Context: an optimization exercise on an open-source flow, tuned for small area, a short achievable clock period and few clock cycles per item. The choices shown serve that exercise and are no tape-out recipe.
Function was checked by simulation only, so behaviour that the tests miss may differ from the original.
Power and IR drop assume default switching activity.

==> flow/design.v <==
module rng(clk, reset, o, x);
   input clk;
   input reset;
   output [127:0] o;
   output [127:0] x;
   localparam [127:0] RULE150 = 128'b00000000000000000001000000000000000000000000000000000000000000000000000000000000000000000000000100000000100000000000000000000000;
   localparam [127:0] SEED    = 128'h9e3779b97f4a7c15f39cc0605cedc835;
   reg  [127:0] s;
   assign x = {s[126:0], 1'b0} ^ {1'b0, s[127:1]};
   always @(posedge clk, posedge reset)
     if (reset) s <= SEED;
     else       s <= x ^ (s & RULE150);
   assign o = s;
endmodule
module sbox_g(a, b, m3, m4, n1, y1, y2, y3);
   input  [3:0] a;       
   input  [3:0] b;       
   input  [3:0] m3, m4;  
   input  [3:0] n1;      
   output [3:0] y1, y2, y3;
   wire [3:0] n2 = a ^ m4;
   wire [3:0] n3 = b ^ m3;
   function [3:0] H;
      input [3:0] p;
      input [3:0] q;
      reg ap, aq;
      begin
         ap = p[2] ^ p[1];
         aq = q[2] ^ q[1];
         H[3] = ap ^ p[0];
         H[2] = ap;
         H[1] = p[3] ^ p[1] ^ (ap & (p[0] ^ q[0])) ^ (aq & p[0]);
         H[0] = p[0] ^ (p[3] & (ap ^ aq)) ^ (q[3] & ap) ^
                (p[2] & (p[1] ^ q[1])) ^ (q[2] & p[1]);
      end
   endfunction
   assign y1 = H(n2, n3) ^ 4'b0111;
   assign y2 = H(n3, n1);
   assign y3 = H(n1, n2);
endmodule
module sbox_f(y1, y2, y3, a, b);
   input  [3:0] y1, y2, y3;
   output [3:0] a, b;
   function [3:0] K;
      input [3:0] p;
      input [3:0] q;
      reg t, u;
      begin
         t = p[0] ^ q[0];
         u = (p[3] & t) ^ (q[3] & p[0]);
         K[1] = p[2] ^ p[1] ^ u;
         K[3] = p[2] ^ p[1] ^ p[0] ^ u;
         K[2] = p[3] ^ (p[1] & t) ^ (q[1] & p[0]);
         K[0] = p[1] ^ (p[2] & t) ^ (q[2] & p[0]);
      end
   endfunction
   assign a = K(y3, y2);
   assign b = K(y1, y3) ^ K(y2, y1);
endmodule
module led_serial
   (
    clk,
    reset,
    keyi,
    datai,
    dataq,
    start,
    done);
   input          clk;
   input          reset;
   input  [127:0] keyi;
   input  [ 63:0] datai;
   output [ 63:0] dataq;
   input          start;
   output         done;
   wire [127:0] g, gx;
   rng u_rng (.clk(clk), .reset(reset), .o(g), .x(gx));
   reg        done_r;    
   reg        first;     
   reg        gph;       
   reg        fph;       
   reg        fin;       
   reg  [5:0] rc;        
   reg  [1:0] rs;        
   reg        akf;       
   wire go   = done_r & start;
   wire last = (rc == 6'h04);       
   always @(posedge clk, posedge reset)
     if (reset) begin
        done_r <= 1'b1;
        first  <= 1'b0;
        gph    <= 1'b0;
        fph    <= 1'b0;
        fin    <= 1'b0;
        rc     <= 6'h0;
        rs     <= 2'h0;
        akf    <= 1'b0;
     end else begin
        done_r <= (done_r & ~start) | fin;
        first  <= go;
        gph    <= go | (fph & ~last);
        fph    <= gph;
        fin    <= fph & last;
        akf    <= gph & (rs == 2'h3);
        if (go) begin
           rc <= 6'h1;
           rs <= 2'h0;
        end else if (fph) begin
           rc <= {rc[4:0], ~(rc[5] ^ rc[4])};
           rs <= rs + 2'h1;
        end
     end
   assign done = done_r;
   reg  [127:0] kr0, kr1;
   always @(posedge clk) begin
      kr0 <= done_r ? (keyi ^ g) : {kr0[119:0], kr0[127:120]};
      kr1 <= done_r ? g          : {kr1[119:0], kr1[127:120]};
   end
   reg  [63:0] s0, s1;
   wire [63:0] u0  = first ? (datai ^ kr0[127:64]) : s0;
   wire [63:0] u1  = first ? kr1[127:64]           : s1;
   reg  [63:0] ac;
   always @(*) begin
      ac = 64'h0;
      ac[63-4*(0) -: 4]  = 4'h8;
      ac[63-4*(1) -: 4]  = {1'b0, rc[5:3]};
      ac[63-4*(4) -: 4]  = 4'h9;
      ac[63-4*(5) -: 4]  = {1'b0, rc[2:0]};
      ac[63-4*(8) -: 4]  = 4'h2;
      ac[63-4*(9) -: 4]  = {1'b0, rc[5:3]};
      ac[63-4*(12) -: 4] = 4'h3;
      ac[63-4*(13) -: 4] = {1'b0, rc[2:0]};
   end
   wire [63:0] t0  = u0 ^ ac;
   wire [63:0] t1  = u1;
   reg  [63:0] y1, y2, y3;
   wire [63:0] y1n, y2n, y3n;
   wire [63:0] f0, f1;
   genvar i;
   generate
      for (i = 0; i < 16; i = i + 1) begin : sb
         sbox_g ug (.a(t0[63-4*(i) -: 4]), .b(t1[63-4*(i) -: 4]),
                    .m4({g[8*i+0], g[8*i+1], g[8*i+4], g[8*i+5]}),
                    .m3({g[8*i+2], g[8*i+3], g[8*i+6], g[8*i+7]}),
                    .n1({gx[8*i+1], gx[8*i+2], gx[8*i+5], gx[8*i+6]}),
                    .y1(y1n[63-4*(i) -: 4]), .y2(y2n[63-4*(i) -: 4]), .y3(y3n[63-4*(i) -: 4]));
         sbox_f uf (.y1(y1[63-4*(i) -: 4]), .y2(y2[63-4*(i) -: 4]), .y3(y3[63-4*(i) -: 4]),
                    .a(f0[63-4*(i) -: 4]), .b(f1[63-4*(i) -: 4]));
      end
   endgenerate
   always @(posedge clk) begin
      y1 <= y1n;
      y2 <= y2n;
      y3 <= y3n;
   end
   function [3:0] gm2;
      input [3:0] d;
      gm2 = {d[2], d[1], d[3] ^ d[0], d[3]};
   endfunction
   function [63:0] srmc;
      input [63:0] x;
      reg [3:0] c0, c1, c2, c3, n;
      integer j, k;
      begin
         srmc = 64'h0;
         for (j = 0; j < 4; j = j + 1) begin
            c0 = x[63-4*(j) -: 4];
            c1 = x[63-4*(4 + ((j + 1) % 4)) -: 4];
            c2 = x[63-4*(8 + ((j + 2) % 4)) -: 4];
            c3 = x[63-4*(12 + ((j + 3) % 4)) -: 4];
            for (k = 0; k < 4; k = k + 1) begin
               n = gm2(gm2(c0)) ^ c1 ^ gm2(c2) ^ gm2(c3);
               c0 = c1; c1 = c2; c2 = c3; c3 = n;
            end
            srmc[63-4*(j) -: 4]      = c0;
            srmc[63-4*(4 + j) -: 4]  = c1;
            srmc[63-4*(8 + j) -: 4]  = c2;
            srmc[63-4*(12 + j) -: 4] = c3;
         end
      end
   endfunction
   wire [63:0] kf0 = {64{akf}} & kr0[119:56];
   wire [63:0] kf1 = {64{akf}} & kr1[119:56];
   always @(posedge clk) begin
      s0 <= srmc(f0) ^ kf0;
      s1 <= srmc(f1) ^ kf1;
   end
   reg [63:0] dq;
   always @(posedge clk)
     if (fin) dq <= s0 ^ s1;
   assign dataq = dq;
endmodule
make LEC_CHECK=0 CAP_MARGIN=20 CORE_MARGIN=2 CORE_UTILIZATION=60 CTS_CLUSTER_DIAMETER=100 CTS_CLUSTER_SIZE=24 PLACE_DENSITY=0.75 SETUP_SLACK_MARGIN=2.8 SLEW_MARGIN=20 finish   # period 6.0 ns
run.sh (not shown) runs the stock make flow with config.mk's settings and CLKGATE_MAP_FILE= SYNTH_SCRIPT=/design/flow/synth_recipe.tcl, a recipe that flattens the netlist after the stock synthesis.
Testbench counts at the start, summed over its fixed seeds: cycles 4,704, items 48.
Edit:
--- a/flow/design.v
+++ b/flow/design.v
@@ -79,32 +79,33 @@
    reg        first;     
    reg        gph;       
    reg        fph;       
    reg        fin;       
    reg  [5:0] rc;        
    reg  [1:0] rs;        
-   reg        akf;       
+   reg        ak;        
    wire go   = done_r & start;
    wire last = (rc == 6'h04);       
+   wire stp  = fph & ~last & (rs == 2'h3);    
    always @(posedge clk, posedge reset)
      if (reset) begin
         done_r <= 1'b1;
         first  <= 1'b0;
         gph    <= 1'b0;
         fph    <= 1'b0;
         fin    <= 1'b0;
         rc     <= 6'h0;
         rs     <= 2'h0;
-        akf    <= 1'b0;
+        ak     <= 1'b0;
      end else begin
         done_r <= (done_r & ~start) | fin;
         first  <= go;
         gph    <= go | (fph & ~last);
         fph    <= gph;
         fin    <= fph & last;
-        akf    <= gph & (rs == 2'h3);
+        ak     <= go | stp | (fph & last);
         if (go) begin
            rc <= 6'h1;
            rs <= 2'h0;
         end else if (fph) begin
            rc <= {rc[4:0], ~(rc[5] ^ rc[4])};
            rs <= rs + 2'h1;
@@ -114,28 +115,31 @@
    reg  [127:0] kr0, kr1;
    always @(posedge clk) begin
       kr0 <= done_r ? (keyi ^ g) : {kr0[119:0], kr0[127:120]};
       kr1 <= done_r ? g          : {kr1[119:0], kr1[127:120]};
    end
    reg  [63:0] s0, s1;
-   wire [63:0] u0  = first ? (datai ^ kr0[127:64]) : s0;
-   wire [63:0] u1  = first ? kr1[127:64]           : s1;
+   wire [63:0] u0  = first ? datai : s0;
+   wire [63:0] u1  = s1 & {64{~first}};
+   wire [63:0] k0  = {64{ak}} & kr0[127:64];
+   wire [63:0] k1  = {64{ak}} & kr1[127:64];
+   wire [5:0]  rcg = gph ? rc : 6'h0;
    reg  [63:0] ac;
    always @(*) begin
       ac = 64'h0;
-      ac[63-4*(0) -: 4]  = 4'h8;
-      ac[63-4*(1) -: 4]  = {1'b0, rc[5:3]};
-      ac[63-4*(4) -: 4]  = 4'h9;
-      ac[63-4*(5) -: 4]  = {1'b0, rc[2:0]};
-      ac[63-4*(8) -: 4]  = 4'h2;
-      ac[63-4*(9) -: 4]  = {1'b0, rc[5:3]};
-      ac[63-4*(12) -: 4] = 4'h3;
-      ac[63-4*(13) -: 4] = {1'b0, rc[2:0]};
+      ac[63-4*(0) -: 4]  = {gph, 3'b000};
+      ac[63-4*(1) -: 4]  = {1'b0, rcg[5:3]};
+      ac[63-4*(4) -: 4]  = {gph, 2'b00, gph};
+      ac[63-4*(5) -: 4]  = {1'b0, rcg[2:0]};
+      ac[63-4*(8) -: 4]  = {2'b00, gph, 1'b0};
+      ac[63-4*(9) -: 4]  = {1'b0, rcg[5:3]};
+      ac[63-4*(12) -: 4] = {2'b00, gph, gph};
+      ac[63-4*(13) -: 4] = {1'b0, rcg[2:0]};
    end
-   wire [63:0] t0  = u0 ^ ac;
-   wire [63:0] t1  = u1;
+   wire [63:0] t0  = u0 ^ k0 ^ ac;
+   wire [63:0] t1  = u1 ^ k1;
    reg  [63:0] y1, y2, y3;
    wire [63:0] y1n, y2n, y3n;
    wire [63:0] f0, f1;
    genvar i;
    generate
       for (i = 0; i < 16; i = i + 1) begin : sb
@@ -176,17 +180,15 @@
             srmc[63-4*(4 + j) -: 4]  = c1;
             srmc[63-4*(8 + j) -: 4]  = c2;
             srmc[63-4*(12 + j) -: 4] = c3;
          end
       end
    endfunction
-   wire [63:0] kf0 = {64{akf}} & kr0[119:56];
-   wire [63:0] kf1 = {64{akf}} & kr1[119:56];
    always @(posedge clk) begin
-      s0 <= srmc(f0) ^ kf0;
-      s1 <= srmc(f1) ^ kf1;
+      s0 <= srmc(f0);
+      s1 <= srmc(f1);
    end
    reg [63:0] dq;
    always @(posedge clk)
-     if (fin) dq <= s0 ^ s1;
+     if (fin) dq <= t0 ^ t1;
    assign dataq = dq;
 endmodule
Effect:
- The changed run finished with timing, DRC and antenna clean
- utilization is lower by 0.93 points
- synthesized cell count rose by 2.4%
- area after synthesis is higher by 0.72%
- via count is lower by 1.5%
- count of clock-buffer cells in the layout rose by 1
- critical path depth does not change
- first-iteration DRC count shrinks by 16%
- final area fell by 1.0%
Testbench counts after the change, summed over its fixed seeds: cycles 4,704, items 48.

Setup of lane 1:
// led_serial: RTL as listed in full above, without the edits since
clock: 6.0 ns
lec_check: 0
cap_margin: 20
core_margin: 2
core_utilization: 60
cts_cluster_diameter: 100
cts_cluster_size: 24
place_density: 0.75
setup_slack_margin: 3.0
slew_margin: 20
Lane 1 | status: complete | timing, DRC, antenna: pass
Testbench counts of lane 1, summed over its fixed seeds: cycles 4,704, items 48.
Edits applied to the flow inputs when going from lane 1 to lane 3:
--- a/flow/design.v
+++ b/flow/design.v
@@ -81,11 +81,12 @@
    reg        fph;       
    reg        fin;       
    reg  [5:0] rc;        
    reg  [1:0] rs;        
-   reg        akf;       
+   reg        ak;        
    wire go   = done_r & start;
    wire last = (rc == 6'h04);       
+   wire stp  = fph & ~last & (rs == 2'h3);    
    always @(posedge clk, posedge reset)
      if (reset) begin
         done_r <= 1'b1;
         first  <= 1'b0;
@@ -93,16 +94,16 @@
         fph    <= 1'b0;
         fin    <= 1'b0;
         rc     <= 6'h0;
         rs     <= 2'h0;
-        akf    <= 1'b0;
+        ak     <= 1'b0;
      end else begin
         done_r <= (done_r & ~start) | fin;
         first  <= go;
         gph    <= go | (fph & ~last);
         fph    <= gph;
         fin    <= fph & last;
-        akf    <= gph & (rs == 2'h3);
+        ak     <= go | stp | (fph & last);
         if (go) begin
            rc <= 6'h1;
            rs <= 2'h0;
         end else if (fph) begin
@@ -116,24 +117,27 @@
       kr0 <= done_r ? (keyi ^ g) : {kr0[119:0], kr0[127:120]};
       kr1 <= done_r ? g          : {kr1[119:0], kr1[127:120]};
    end
    reg  [63:0] s0, s1;
-   wire [63:0] u0  = first ? (datai ^ kr0[127:64]) : s0;
-   wire [63:0] u1  = first ? kr1[127:64]           : s1;
+   wire [63:0] u0  = first ? datai : s0;
+   wire [63:0] u1  = s1 & {64{~first}};
+   wire [63:0] k0  = {64{ak}} & kr0[127:64];
+   wire [63:0] k1  = {64{ak}} & kr1[127:64];
+   wire [5:0]  rcg = gph ? rc : 6'h0;
    reg  [63:0] ac;
    always @(*) begin
       ac = 64'h0;
-      ac[63-4*(0) -: 4]  = 4'h8;
-      ac[63-4*(1) -: 4]  = {1'b0, rc[5:3]};
-      ac[63-4*(4) -: 4]  = 4'h9;
-      ac[63-4*(5) -: 4]  = {1'b0, rc[2:0]};
-      ac[63-4*(8) -: 4]  = 4'h2;
-      ac[63-4*(9) -: 4]  = {1'b0, rc[5:3]};
-      ac[63-4*(12) -: 4] = 4'h3;
-      ac[63-4*(13) -: 4] = {1'b0, rc[2:0]};
+      ac[63-4*(0) -: 4]  = {gph, 3'b000};
+      ac[63-4*(1) -: 4]  = {1'b0, rcg[5:3]};
+      ac[63-4*(4) -: 4]  = {gph, 2'b00, gph};
+      ac[63-4*(5) -: 4]  = {1'b0, rcg[2:0]};
+      ac[63-4*(8) -: 4]  = {2'b00, gph, 1'b0};
+      ac[63-4*(9) -: 4]  = {1'b0, rcg[5:3]};
+      ac[63-4*(12) -: 4] = {2'b00, gph, gph};
+      ac[63-4*(13) -: 4] = {1'b0, rcg[2:0]};
    end
-   wire [63:0] t0  = u0 ^ ac;
-   wire [63:0] t1  = u1;
+   wire [63:0] t0  = u0 ^ k0 ^ ac;
+   wire [63:0] t1  = u1 ^ k1;
    reg  [63:0] y1, y2, y3;
    wire [63:0] y1n, y2n, y3n;
    wire [63:0] f0, f1;
    genvar i;
@@ -178,15 +182,13 @@
             srmc[63-4*(12 + j) -: 4] = c3;
          end
       end
    endfunction
-   wire [63:0] kf0 = {64{akf}} & kr0[119:56];
-   wire [63:0] kf1 = {64{akf}} & kr1[119:56];
    always @(posedge clk) begin
-      s0 <= srmc(f0) ^ kf0;
-      s1 <= srmc(f1) ^ kf1;
+      s0 <= srmc(f0);
+      s1 <= srmc(f1);
    end
    reg [63:0] dq;
    always @(posedge clk)
-     if (fin) dq <= s0 ^ s1;
+     if (fin) dq <= t0 ^ t1;
    assign dataq = dq;
 endmodule
Notes after the runs:
- In the reports for lane 1 and lane 3, the larger mean post-synth cell area belongs to lane 1.
- From lane 1 to lane 3 the numbers moved as follows: largest incremental delay on the critical path level; fmax moved up; multi-input combinational gate total moved up.
- On wire length per cell after detailed routing, the lower figure sits with lane 3, not lane 1.
- Wire length of the first global-routing pass shrinks by a few percent when moving from lane 1 to lane 3.
- Lane 1 → lane 3: standby leakage power dropped 7.4%, hold slack went up 0.085 ns.
Testbench counts of lane 3, summed over its fixed seeds: cycles 4,704, items 48.

== job 101 ==
Starts from the design.v that is shown in full above.
clock: 6.0 ns
lec_check: 0
cap_margin: 20
core_margin: 2
core_utilization: 60
cts_cluster_diameter: 100
cts_cluster_size: 24
place_density: 0.75
setup_slack_margin: 2.5
slew_margin: 20
Testbench counts of job 101, summed over its fixed seeds: cycles 4,704, items 48.
Input-level comparison between job 102 and job 101:
diff --git a/flow/design.v b/flow/design.v
--- a/flow/design.v
+++ b/flow/design.v
@@ -79,63 +79,76 @@
    reg        first;     
    reg        gph;       
    reg        fph;       
    reg        fin;       
    reg  [5:0] rc;        
    reg  [1:0] rs;        
-   reg        akf;       
+   reg        kp;        
+   reg        aka;       
+   reg        akb;       
    wire go   = done_r & start;
    wire last = (rc == 6'h04);       
+   wire stp  = fph & ~last & (rs == 2'h3);    
    always @(posedge clk, posedge reset)
      if (reset) begin
         done_r <= 1'b1;
         first  <= 1'b0;
         gph    <= 1'b0;
         fph    <= 1'b0;
         fin    <= 1'b0;
         rc     <= 6'h0;
         rs     <= 2'h0;
-        akf    <= 1'b0;
+        kp     <= 1'b0;
+        aka    <= 1'b0;
+        akb    <= 1'b0;
      end else begin
         done_r <= (done_r & ~start) | fin;
         first  <= go;
         gph    <= go | (fph & ~last);
         fph    <= gph;
         fin    <= fph & last;
-        akf    <= gph & (rs == 2'h3);
+        aka    <= go | (stp & kp) | (fph & last);
+        akb    <= stp & ~kp;
         if (go) begin
            rc <= 6'h1;
            rs <= 2'h0;
+           kp <= 1'b0;
         end else if (fph) begin
            rc <= {rc[4:0], ~(rc[5] ^ rc[4])};
            rs <= rs + 2'h1;
+           if (rs == 2'h3) kp <= ~kp;
         end
      end
    assign done = done_r;
-   reg  [127:0] kr0, kr1;
+   reg  [63:0] ka0, ka1, kb0, kb1;
    always @(posedge clk) begin
-      kr0 <= done_r ? (keyi ^ g) : {kr0[119:0], kr0[127:120]};
-      kr1 <= done_r ? g          : {kr1[119:0], kr1[127:120]};
+      ka0 <= done_r ? (keyi[127:64] ^ g[127:64]) : kb0;
+      ka1 <= done_r ? g[127:64]                  : kb1;
+      kb0 <= done_r ? (keyi[63:0] ^ g[63:0])     : ka0;
+      kb1 <= done_r ? g[63:0]                    : ka1;
    end
    reg  [63:0] s0, s1;
-   wire [63:0] u0  = first ? (datai ^ kr0[127:64]) : s0;
-   wire [63:0] u1  = first ? kr1[127:64]           : s1;
+   wire [63:0] u0  = first ? datai : s0;
+   wire [63:0] u1  = s1 & {64{~first}};
+   wire [63:0] k0  = ({64{aka}} & ka0) | ({64{akb}} & kb0);
+   wire [63:0] k1  = ({64{aka}} & ka1) | ({64{akb}} & kb1);
+   wire [5:0]  rcg = gph ? rc : 6'h0;
    reg  [63:0] ac;
    always @(*) begin
       ac = 64'h0;
-      ac[63-4*(0) -: 4]  = 4'h8;
-      ac[63-4*(1) -: 4]  = {1'b0, rc[5:3]};
-      ac[63-4*(4) -: 4]  = 4'h9;
-      ac[63-4*(5) -: 4]  = {1'b0, rc[2:0]};
-      ac[63-4*(8) -: 4]  = 4'h2;
-      ac[63-4*(9) -: 4]  = {1'b0, rc[5:3]};
-      ac[63-4*(12) -: 4] = 4'h3;
-      ac[63-4*(13) -: 4] = {1'b0, rc[2:0]};
-   end
-   wire [63:0] t0  = u0 ^ ac;
-   wire [63:0] t1  = u1;
+      ac[63-4*(0) -: 4]  = {gph, 3'b000};
+      ac[63-4*(1) -: 4]  = {1'b0, rcg[5:3]};
+      ac[63-4*(4) -: 4]  = {gph, 2'b00, gph};
+      ac[63-4*(5) -: 4]  = {1'b0, rcg[2:0]};
+      ac[63-4*(8) -: 4]  = {2'b00, gph, 1'b0};
+      ac[63-4*(9) -: 4]  = {1'b0, rcg[5:3]};
+      ac[63-4*(12) -: 4] = {2'b00, gph, gph};
+      ac[63-4*(13) -: 4] = {1'b0, rcg[2:0]};
+   end
+   wire [63:0] t0  = u0 ^ k0 ^ ac;
+   wire [63:0] t1  = u1 ^ k1;
    reg  [63:0] y1, y2, y3;
    wire [63:0] y1n, y2n, y3n;
    wire [63:0] f0, f1;
    genvar i;
    generate
       for (i = 0; i < 16; i = i + 1) begin : sb
@@ -176,17 +189,15 @@
             srmc[63-4*(4 + j) -: 4]  = c1;
             srmc[63-4*(8 + j) -: 4]  = c2;
             srmc[63-4*(12 + j) -: 4] = c3;
          end
       end
    endfunction
-   wire [63:0] kf0 = {64{akf}} & kr0[119:56];
-   wire [63:0] kf1 = {64{akf}} & kr1[119:56];
    always @(posedge clk) begin
-      s0 <= srmc(f0) ^ kf0;
-      s1 <= srmc(f1) ^ kf1;
+      s0 <= srmc(f0);
+      s1 <= srmc(f1);
    end
    reg [63:0] dq;
    always @(posedge clk)
-     if (fin) dq <= s0 ^ s1;
+     if (fin) dq <= t0 ^ t1;
    assign dataq = dq;
 endmodule
--- outcome ---
Going from job 101 to job 102, the final routed wire length divided by cell count was found to have gone down by 11%.
Post-synthesis share of cell area spent on full adders, half adders and majority gates: job 101 vs job 102 — no meaningful difference
Job 101 reports its beginning of the critical path as y1[31] while job 102 reports aka.
Job 101 → job 102: synthesized-area fraction occupied by and/or/nand/nor cells saw a decrease; fraction of area in multi-input gates has decreased; share of cells above drive strength 1 moved down; initial cell density of the core neither gained nor lost much; worst-case reg-to-reg path depth went up by 1.
Proportion of synthesized chip area in sequential cells in job 102 is 0.73 points above job 101.
The maximum clock frequency of job 102 is lower than that of job 101.
Max final antenna diode count across job 101 and job 102: job 101
Looking at first-pass GRT wire length across job 101 and job 102, the one that comes out higher is job 101.
NOTE post-DP HPWL job 101->job 102 decreased by more than 10%
Higher placeable core region among job 101 and job 102: job 101
Testbench counts of job 102, summed over its fixed seeds: cycles 4,704, items 48.

==> static timing again, ports no longer ideal <==
Ports are ideal in the flow. The routed layouts listed here were re-timed in OpenROAD. Step 1: set_driving_cell puts a clkbuf_16 on clk and a buf_2 on each other input, an assumption about the parent block. Step 2 moves the port delays by t, midway between the first and last clock arrival at a register: inputs arrive t later, outputs are due t later. That takes back most of the time a late clock gives input paths. Three values: ideal, step 1, step 2; two values: the first two.
| run | t, ns | setup WS [ns] | worst setup path at the end | clock arrival spread, ns |
|---|---|---|---|---|
| the first run of note 1 | 0.683 | 2.775 / 2.807 / 2.140 | input to register | 0.038 / 0.037 |
| the second run of note 1 | 0.673 | 2.810 / 2.810 / 2.231 | input to register | 0.032 / 0.032 |
| lane 1 | 0.681 | 2.877 / 2.877 / 2.354 | input to register | 0.035 / 0.035 |
| lane 3 | 0.678 | 2.936 / 2.936 / 2.402 | input to register | 0.024 / 0.024 |
| job 101 | 0.684 | 2.593 / 2.593 / 2.010 | input to register | 0.034 / 0.034 |
| job 102 | 0.681 | 2.555 / 2.515 / 2.078 | input to register | 0.030 / 0.031 |
After both steps setup and hold are still met in every run listed. For the first run of note 1, which loses most, drivers alone change the setup slack by +0.032 ns; drivers and shift together by -0.635 ns.
